From an optimization exercise on the open Yosys and OpenROAD flow, aimed at small area and a short achievable clock period; shortcuts taken in it are not production practice. The RTL was checked by simulation tests, not by an equivalence proof against the original design. No activity file was given, so power comes from the tool's default toggle rates.

## output_conversion
module output_conversion (
    input  wire        clk,
    input  wire        reset_n,
    input  wire signed [15:0] sample_L,
    input  wire               valid_L,
    input  wire signed [15:0] sample_R,
    input  wire               valid_R,
    input  wire [7:0]  volume,
    input  wire        mute,
    output wire signed [15:0] out_L,
    output wire signed [15:0] out_R,
    output reg               valid_out
);
    wire valid_up_L, valid_up_R;
    wire [15:0] up_L, up_R;
    wire [17:0] up3_L, up3_R;
    wire [15:0] nsum_L, nsum_R;
    wire [6:0] ngen_L, ngen_R, nprop_L, nprop_R;
    wire ncin_L, ncin_R;
    polyphase_upsampler up_left (
        .clk(clk), .reset_n(reset_n),
        .in_sample(sample_L), .valid_in(valid_L),
        .out_sample(up_L), .out_sample_x3(up3_L), .valid_out(valid_up_L)
    );
    vol_front vol_left (.up(up_L), .up3(up3_L), .volume(volume),
        .bsum(nsum_L), .bgen(ngen_L), .bprop(nprop_L), .cin(ncin_L));
    polyphase_upsampler up_right (
        .clk(clk), .reset_n(reset_n),
        .in_sample(sample_R), .valid_in(valid_R),
        .out_sample(up_R), .out_sample_x3(up3_R), .valid_out(valid_up_R)
    );
    vol_front vol_right (.up(up_R), .up3(up3_R), .volume(volume),
        .bsum(nsum_R), .bgen(ngen_R), .bprop(nprop_R), .cin(ncin_R));
    wire load = valid_up_L && valid_up_R;
    reg [15:0] bsum_L, bsum_R;
    reg [6:0] bgen_L, bgen_R, bprop_L, bprop_R;
    reg cin_L, cin_R;
    always @(posedge clk) begin
        if (!reset_n || (load && mute)) begin
            bsum_L <= 0; bgen_L <= 0; bprop_L <= 0; cin_L <= 0;
            bsum_R <= 0; bgen_R <= 0; bprop_R <= 0; cin_R <= 0;
        end else if (load) begin
            bsum_L <= nsum_L; bgen_L <= ngen_L; bprop_L <= nprop_L; cin_L <= ncin_L;
            bsum_R <= nsum_R; bgen_R <= ngen_R; bprop_R <= nprop_R; cin_R <= ncin_R;
        end
    end
    always @(posedge clk) begin
        if (!reset_n) valid_out <= 0;
        else valid_out <= load;
    end
    block_add add_L (.bsum(bsum_L), .bgen(bgen_L), .bprop(bprop_L), .cin(cin_L), .out(out_L));
    block_add add_R (.bsum(bsum_R), .bgen(bgen_R), .bprop(bprop_R), .cin(cin_R), .out(out_R));
endmodule
==> flow/config.mk <==
export PLATFORM = sky130hd
export DESIGN_NAME = output_conversion
export DESIGN_NICKNAME = output_conversion
export VERILOG_FILES = /design/flow/design.v
export SDC_FILE = /design/flow/constraint.sdc
export NUM_CORES = 4
export LEC_CHECK = 0
export CAP_MARGIN = 20
export CORE_MARGIN = 2
export CORE_UTILIZATION = 40
export CTS_BUF_LIST = sky130_fd_sc_hd__clkbuf_8
export SETUP_SLACK_MARGIN = 4.1
export SLEW_MARGIN = 20
export SYNTH_HIERARCHICAL = 1
export SYNTH_MINIMUM_KEEP_SIZE = 300
==> flow/constraint.sdc <==
create_clock -name core_clock -period 8.0 [get_ports {clk}]
set_input_delay 1.6000 -clock core_clock [delete_from_list [all_inputs] [get_ports {clk}]]
set_output_delay 1.6000 -clock core_clock [all_outputs]
set_load 0.01 [all_outputs]
run.sh (not shown) runs the stock make flow with config.mk's settings and CLKGATE_MAP_FILE= SYNTH_SCRIPT=/design/flow/synth_recipe.tcl, a recipe that flattens the netlist after the stock synthesis.
The starting point completed with no timing, DRC or antenna violations.
Next try:
- CORE_UTILIZATION: 40 -> 55
- CTS_BUF_LIST: sky130_fd_sc_hd__clkbuf_8 -> not set
Clock-buffer cell count drops by 29.
Total power drops by 1.3%.
Via count climbs by 0.31%.
Utilization climbs by 16 points.
Combinational power drops by about 4%.
Wire length drops by 1.6%.
Non-clock buffer count drops by 19.
Register-to-register slack loses 0.03 ns.
Die area drops by 27%.
Cell area drops by 1.1%.
Next try:
- CORE_UTILIZATION: 55 -> 40
- SETUP_SLACK_MARGIN: 4.1 -> 4.3
What happened: The changed run ran to the end with no violations. Design area went up by about 4%. Routed wire length went up by about 3%. Area after synthesis is unchanged. Via count went up by 0.69%. Global-route usage went down by 6.9 points. Die area went up by 37%. Total power went up by about 6.4%. First-iteration DRC count went down by about 4.6%. Setup slack gets better by 0.095 ns. Register-to-register slack gets better by 0.19 ns. Non-clock buffer count went up by 87.
Next try:
- ABC_AREA: not set -> 1
- SETUP_SLACK_MARGIN: 4.3 -> 4.1
- SYNTH_MINIMUM_KEEP_SIZE: 300 -> 1000
=>
- total power went down by a few percent
- combinational power decreases by a few percent
- sequential power fell slightly
- design area is lower by a few percent
- synthesized area goes down by a few percent
- setup slack improved by 0.036 ns
- routed wire length rises by roughly a tenth
- synthesized cell count went up by about a fifth
- core utilization is lower by 0.99 points
- fmax goes up slightly
- clock skew came out higher by 0.0076 ns

* * *

Starting RTL as in the previous note.
export LEC_CHECK = 0
export CAP_MARGIN = 20
export CORE_MARGIN = 2
export CORE_UTILIZATION = 40
export SETUP_SLACK_MARGIN = 4.1
export SLEW_MARGIN = 20
export SYNTH_HIERARCHICAL = 1
export SYNTH_MINIMUM_KEEP_SIZE = 300
create_clock -name core_clock -period 8.0 [get_ports {clk}]
Edit:
- CTS_CLUSTER_DIAMETER: not set -> 100
- CTS_CLUSTER_SIZE: not set -> 30
- SYNTH_MINIMUM_KEEP_SIZE: 300 -> 1000
What happened: The changed run produced a clean layout; total power drops by 11%; global-route usage shrinks by 0.30 points; setup slack loses 0.12 ns; first-iteration DRC count climbs by 0.87%; non-clock buffer count falls by 8; clock skew goes down by 0.029 ns.

* * *

== AL ==
output_conversion, a different RTL version from the one above (not shown whole).
Size: ~5300 cells after synthesis, ~78 I/O pins, about 51000 sq um of cells after synthesis.
Settings: LEC_CHECK=0, ABC_CLOCK_PERIOD_IN_PS=4000, CAP_MARGIN=20, CORE_MARGIN=2, CORE_UTILIZATION=40, SETUP_SLACK_MARGIN=3.5, SLEW_MARGIN=20; clock period 8.0 ns.
The following lists how JK was set up differently from AL:
diff --git a/flow/config.mk b/flow/config.mk
--- a/flow/config.mk
+++ b/flow/config.mk
@@ -7,3 +7,2 @@
 export LEC_CHECK = 0
-export ABC_CLOCK_PERIOD_IN_PS = 4000
 export CAP_MARGIN = 20
@@ -11,3 +10,2 @@
 export CORE_UTILIZATION = 40
-export SETUP_SLACK_MARGIN = 3.5
 export SLEW_MARGIN = 20
Results
- Per the final summary, JK finished and its layout is clean on timing, DRC and antenna.
- JK ends up with a ratio of final minimum period to clock period that is 17 points higher than in AL.
- Taking AL as the reference point, the setup slack of JK falls by 1.33 ns.
- Compared with AL, JK shows half-perimeter wire length after placement that has gone up slightly.
- After detailed routing, AL needs more wire than JK.

* * *

tundra:
RTL: one of the versions met above, not the one the previous note started from.
Size in the first run: roughly 6800 cells after synthesis, roughly 650 flip-flops, ~78 I/O pins, about 53000 sq um of cells after synthesis.
## output_conversion
module output_conversion (
    input  wire        clk,
    input  wire        reset_n,
    input  wire signed [15:0] sample_L,
    input  wire               valid_L,
    input  wire signed [15:0] sample_R,
    input  wire               valid_R,
    input  wire [7:0]  volume,
    input  wire        mute,
    output wire signed [15:0] out_L,
    output wire signed [15:0] out_R,
    output reg               valid_out
);
clock: 8.0 ns
lec_check: 0
abc_area: 1
cap_margin: 20
core_margin: 2
core_utilization: 40
setup_slack_margin: 4.1
slew_margin: 20
synth_hierarchical: 1
synth_minimum_keep_size: 300
tundra: no failed stages, no open violations at the end
Here is what was changed in the inputs of nickel compared with tundra.
- SYNTH_MINIMUM_KEEP_SIZE now 1000, was 300
- ABC_AREA no longer set, was 1
Notes after the runs:
No stage failed in nickel, and the final checks on the layout all came back clean. Diff tundra -> nickel: cell area after layout fell 1.4%; critical path depth rose 7; vertical die dimension fell 2.0%. The timing startpoint of the critical path comes out bprop_R[4] in one run and up_left.acc_s[19] in the other, namely in tundra and nickel respectively. Compared with tundra, in nickel maximum net fanout on the critical path rose 3; transition time at the pin with the least slew margin now sits higher. tundra reports its category of the most critical setup path as flop to output port while nickel reports flop to flop. tundra → nickel: overall via count from detail_route went down 5927, later-pin clock latency in the skew report shows a reduction of 0.02 ns. Delta(worst setup margin, nickel - tundra) < 0. A end of the critical path of out_R[15] is what tundra shows, while up_left.out_sample_x3[15] belongs to nickel.

* * *

Setup of cedar:
Another version of the RTL of output_conversion (not shown whole).
For scale: ~4900 cells after synthesis, roughly 620 flip-flops.
// output_conversion
module output_conversion (
    input  wire        clk,
    input  wire        reset_n,
    input  wire signed [15:0] sample_L,
    input  wire               valid_L,
    input  wire signed [15:0] sample_R,
    input  wire               valid_R,
    input  wire [7:0]  volume,
    input  wire        mute,
    output reg signed [15:0] out_L,
    output reg signed [15:0] out_R,
    output reg               valid_out
);
export LEC_CHECK = 0
export CAP_MARGIN = 20
export CORE_MARGIN = 2
export CORE_UTILIZATION = 60
export SETUP_SLACK_MARGIN = 4.5
export SLEW_MARGIN = 20
create_clock -name core_clock -period 8.0 [get_ports {clk}]
--- input diff cedar..raven ---
- CORE_UTILIZATION now 40, was 60
==> comparison <==
Time the final worst path needs with I/O delays and setup: raven vs cedar down 0.019 ns. Compare raven and cedar | endpoint arrival time on the critical path lower: cedar. Of the two values seen for first element of the critical path, volume[2] was produced by raven and volume[4] by cedar. Highest metal layer with signal wires: met4 -> raven, met5 -> cedar. Changes observed in raven relative to cedar: maximum frequency shows an increase of 0.73 MHz, clock power shows an increase of about 3%. Side by side, number of standard cells in the final layout excluding fillers turned out higher in raven than in cedar. Relative to cedar, sequential share of layout area decreased by 0.51 points in raven.

[port drivers added, routing unchanged]
How much do the figures lean on ideal ports? The routed layouts below were timed once more, with nothing changed but the port constraints. Step 1 assumes that a clkbuf_16 drives the clock port and a buf_2 every other input. Step 2 adds t to the input delays and takes it off the output delays; t is the mean of the earliest and latest rising clock arrival at the registers after step 1. Input paths then give back, and output paths get back, about the clock's delay inside the block. Three values: ideal, step 1, step 2; two values: the first two.
run | t (ns) | slack for setup (ns) | worst hold slack (ns) | latest minus earliest clock arrival (ns) | slew at the worst register clock pin (ns)
the first run of note 1 | 0.894 | 3.954 / 3.884 / 3.308 | 0.449 / 0.449 / 0.449 | 0.093 / 0.092 | 0.07 / 0.07
the second run of note 1 | 0.733 | 3.984 / 3.907 / 3.459 | 0.449 / 0.449 / 0.449 | 0.039 / 0.038 | 0.08 / 0.08
the third run of note 1 | 0.748 | 4.079 / 3.996 / 3.489 | 0.450 / 0.450 / 0.450 | 0.041 / 0.041 | 0.07 / 0.07
the fourth run of note 1 | 0.748 | 4.115 / 4.070 / 3.403 | 0.439 / 0.439 / 0.439 | 0.048 / 0.048 | 0.07 / 0.07
the first run of note 2 | 0.744 | 4.090 / 4.014 / 3.464 | 0.449 / 0.449 / 0.449 | 0.073 / 0.072 | 0.07 / 0.07
the second run of note 2 | 0.705 | 3.967 / 3.967 / 3.385 | 0.458 / 0.458 / 0.458 | 0.046 / 0.046 | 0.11 / 0.11
AL | 0.755 | 2.881 / 2.742 / 1.987 | 0.438 / 0.438 / 0.438 | 0.069 / 0.068 | 0.06 / 0.06
JK | 0.740 | 1.554 / 1.598 / 0.858 | 0.454 / 0.454 / 0.454 | 0.040 / 0.040 | 0.07 / 0.07
tundra | 0.764 | 4.191 / 4.113 / 3.508 | 0.443 / 0.443 / 0.443 | 0.053 / 0.052 | 0.07 / 0.07
nickel | 0.742 | 4.061 / 4.020 / 3.339 | 0.451 / 0.451 / 0.451 | 0.035 / 0.035 | 0.07 / 0.07
cedar | 0.697 | 2.935 / 2.862 / 2.165 | 0.444 / 0.444 / 0.444 | 0.051 / 0.051 | 0.07 / 0.07
raven | 0.748 | 2.954 / 2.966 / 2.217 | 0.448 / 0.448 / 0.448 | 0.046 / 0.047 | 0.06 / 0.06
After both steps setup and hold are still met in every run listed. The setup slack of AL, which loses most, moves by -0.139 ns with the drivers and by -0.894 ns with both steps.
